What follows belongs to an exercise in optimizing a design on an open flow for small area, a short achievable clock period and few clock cycles; a production flow would make more cautious choices.
RTL that was checked went through simulation tests only; none was proved equivalent to the original.
The flow treats the clock pin as an ideal source. Dropping or thinning the clock tree relies on that and would not hold on a real chip.
Power and IR drop assume default switching activity.

## cache_top
module cache_top #(
    parameter ADDR_WIDTH = 16,
    parameter ADDR_WIDTH_SRAM = 8,
    parameter DATA_WIDTH = 8,
    parameter DEPTH = 2**ADDR_WIDTH_SRAM
)(
    input clk,
    input rst,
    input [ADDR_WIDTH-1:0] Address_cpu,
    input wr_rd_cpu,
    input cs_cpu,
    input [DATA_WIDTH-1:0] DOut_cpu,
    output wire [DATA_WIDTH-1:0] din_cpu,
    output wire rdy_cpu,
    input [DATA_WIDTH-1:0] DOut_sdram,
    output wire [ADDR_WIDTH-1:0] Address_sdram,
    output wire wr_rd_sdram,
    output wire mstrb_sdram,
    output wire [DATA_WIDTH-1:0] din_sdram
);
clock: 10.0 ns
lec_check: 0
abc_area: 0
cap_margin: 20
core_area: 3 3 61 61
cts_buf_list: sky130_fd_sc_hd__clkbuf_1
die_area: 0 0 64 64
place_density: 0.6
slew_margin: 20
standard.sh (not shown) runs the stock make flow with config.mk's settings and CLKGATE_MAP_FILE= SYNTH_SCRIPT=/design/flow/synth_recipe.tcl, a recipe that flattens the netlist after the stock synthesis.
==> flow/flow/run.sh <==
#!/bin/bash
# The standard layout (the standard.sh: ORFS synthesis to finish), with
# three changes: the port buffers are the platform's smallest buffer (buf_1)
# instead of the resizer's default pick; the clock tree is one clkbuf_1
# (flow/cts_one_buffer.tcl); and gates ABC mapped at drive strength 2 go
# back to strength 1 (flow/downsize.tcl). Make's full output goes to
# standard_make.log; each ORFS step keeps its own log under orfs/logs/.
set -euo pipefail
bash standard.sh \
  "BUFFER_PORTS_ARGS=-buffer_cell sky130_fd_sc_hd__buf_1" \
  "PRE_CTS_TCL=$PWD/flow/cts_one_buffer.tcl" \
  "POST_FLOORPLAN_TCL=$PWD/flow/downsize.tcl" \
  finish > standard_make.log 2>&1
Other scripts of this flow, unchanged in this note and not shown: flow/flow/cts_one_buffer.tcl, flow/flow/downsize.tcl
The first run finished clean.
Testbench counts at the start, summed over its fixed seeds: cycles 19,200.
Then changed:
- ABC_AREA: 0 -> 1
- The new run completed with no timing, DRC or antenna violations
- total power fell by 0.44%
- final cell count rises by 1.9%
- wire length went up by 14%
- via count is higher by 2.2%
- flip-flop and latch count stays the same
- fmax hardly moves
- area after synthesis went down by 1.2%
- global-route usage came out higher by 0.11 points
In every run of this note, the design's own scripts or RTL, not TritonCTS, make the clock network.

========
Setup of job 9210:
cache_top, a different RTL version from the one above (not shown whole).
Size in the first run: ~3 flip-flops, roughly 71 I/O pins.
Settings: LEC_CHECK=0, ABC_AREA=1, CAP_MARGIN=20, CORE_AREA=3 3 61 61, CTS_BUF_LIST=sky130_fd_sc_hd__clkbuf_1, DIE_AREA=0 0 64 64, PLACE_DENSITY=0.6, SLEW_MARGIN=20; clock period 10.0 ns.
==> flow/flow/run.sh <==
#!/bin/bash
# The standard layout (the standard.sh: ORFS synthesis to finish), with
# two changes: the port buffers are the platform's smallest buffer (buf_1)
# instead of the resizer's default pick, and the clock tree uses clkbuf_1
# with no dummy loads. Make's full output goes to standard_make.log; each
# ORFS step keeps its own log under orfs/logs/.
set -euo pipefail
bash standard.sh \
  "BUFFER_PORTS_ARGS=-buffer_cell sky130_fd_sc_hd__buf_1" \
  "CTS_ARGS=-sink_clustering_enable -repair_clock_nets -buf_list sky130_fd_sc_hd__clkbuf_1 -root_buf sky130_fd_sc_hd__clkbuf_1 -dont_use_dummy_load" \
  finish > standard_make.log 2>&1
For job 1512, these inputs were changed with respect to job 9210:
==> flow/flow/run.sh <==
#!/bin/bash
# The standard layout (the standard.sh: ORFS synthesis to finish), with
# two changes: the port buffers are the platform's smallest buffer (buf_1)
# instead of the resizer's default pick, and the clock tree is one clkbuf_1
# (flow/cts_one_buffer.tcl). Make's full output goes to standard_make.log;
# each ORFS step keeps its own log under orfs/logs/.
set -euo pipefail
bash standard.sh \
  "BUFFER_PORTS_ARGS=-buffer_cell sky130_fd_sc_hd__buf_1" \
  "PRE_CTS_TCL=$PWD/flow/cts_one_buffer.tcl" \
  finish > standard_make.log 2>&1
==> flow/flow/cts_one_buffer.tcl (new file) <==
# PRE_CTS_TCL hook: for a design this small (three registers, placed close
# together) the clock tree is a single clkbuf_1 between the clock port and
# every register clock pin, placed at the registers' centre. It stands in
# for TritonCTS, whose H-tree here is a root buffer and two leaf buffers.
# The rest of cts.tcl (legalization, timing repair) runs as usual.
rename clock_tree_synthesis tritoncts_clock_tree_synthesis
proc clock_tree_synthesis {args} {
  set block [ord::get_db_block]
  set clk_net [[$block findBTerm clk] getNet]
  set sinks [$clk_net getITerms]
  if {[llength $sinks] == 0 || [llength $sinks] > 8} {
    # not the design this hook is for: leave it to TritonCTS
    return [tritoncts_clock_tree_synthesis {*}$args]
  }
  set sx 0; set sy 0
  foreach it $sinks {
    set bb [[$it getInst] getBBox]
    set sx [expr {$sx + ([$bb xMin] + [$bb xMax]) / 2}]
    set sy [expr {$sy + ([$bb yMin] + [$bb yMax]) / 2}]
  }
  set n [llength $sinks]
  set master [[ord::get_db] findMaster sky130_fd_sc_hd__clkbuf_1]
  set buf [odb::dbInst_create $block $master clkbuf_0_clk]
  set leaf [odb::dbNet_create $block clknet_0_clk]
  $leaf setSigType CLOCK
  $clk_net setSigType CLOCK
  foreach it $sinks {
    $it disconnect
    $it connect $leaf
  }
  [$buf findITerm A] connect $clk_net
  [$buf findITerm X] connect $leaf
  $buf setLocation [expr {$sx / $n}] [expr {$sy / $n}]
  $buf setPlacementStatus PLACED
  set_propagated_clock [all_clocks]
  puts "cts_one_buffer: clkbuf_1 drives $n register clock pins"
}
==> comparison <==
Job 1512 has completed all stages; timing, DRC and antenna checks passed.
From job 1512 to job 9210, count of cell types in the netlist did not move at all.
Looking at job 1512 and job 9210, the number of setup buffers added after CTS is a wash.
Job 9210 consumes more power than job 1512.
Diff job 9210 -> job 1512: via count of the first global-routing pass shows a reduction of 19, global router's overall resource usage shows a reduction of 0.77 points, register clock-pin slew on the reported worst setup and hold paths shows no meaningful change.
Function was not checked in any run of this note: the RTL went through the layout flow alone. The clock cells of job 1512 come from the design's own scripts or RTL, not from TritonCTS.

[what the ideal ports hide]
The flow's constraints put no driver on any port. The routed layouts listed below were extracted and timed again, unchanged, in two steps.
Step 1 (the two cells are an assumption about what drives the block):
set clk [get_ports {clk}]
set_driving_cell -lib_cell sky130_fd_sc_hd__clkbuf_16 $clk
set_driving_cell -lib_cell sky130_fd_sc_hd__buf_2 [delete_from_list [all_inputs] $clk]
Step 2 also shifts input and output timing later by t, the mid clock arrival at the registers, as if the neighbouring blocks saw the same clock.
Slacks: ideal / step 1 / step 2; pairs: ideal / step 1.
run | t, ns | setup slack, ns | slew at the worst register clock pin (ns)
the first run of note 1 | 0.104 | 6.000 / 5.942 / 5.942 | 0.07 / 0.07
the second run of note 1 | 0.104 | 6.000 / 5.942 / 5.942 | 0.07 / 0.07
job 9210 | 0.226 | 5.999 / 5.930 / 5.930 | 0.09 / 0.09
job 1512 | 0.121 | 5.999 / 5.930 / 5.930 | 0.10 / 0.10
After both steps every run listed still meets setup and hold.
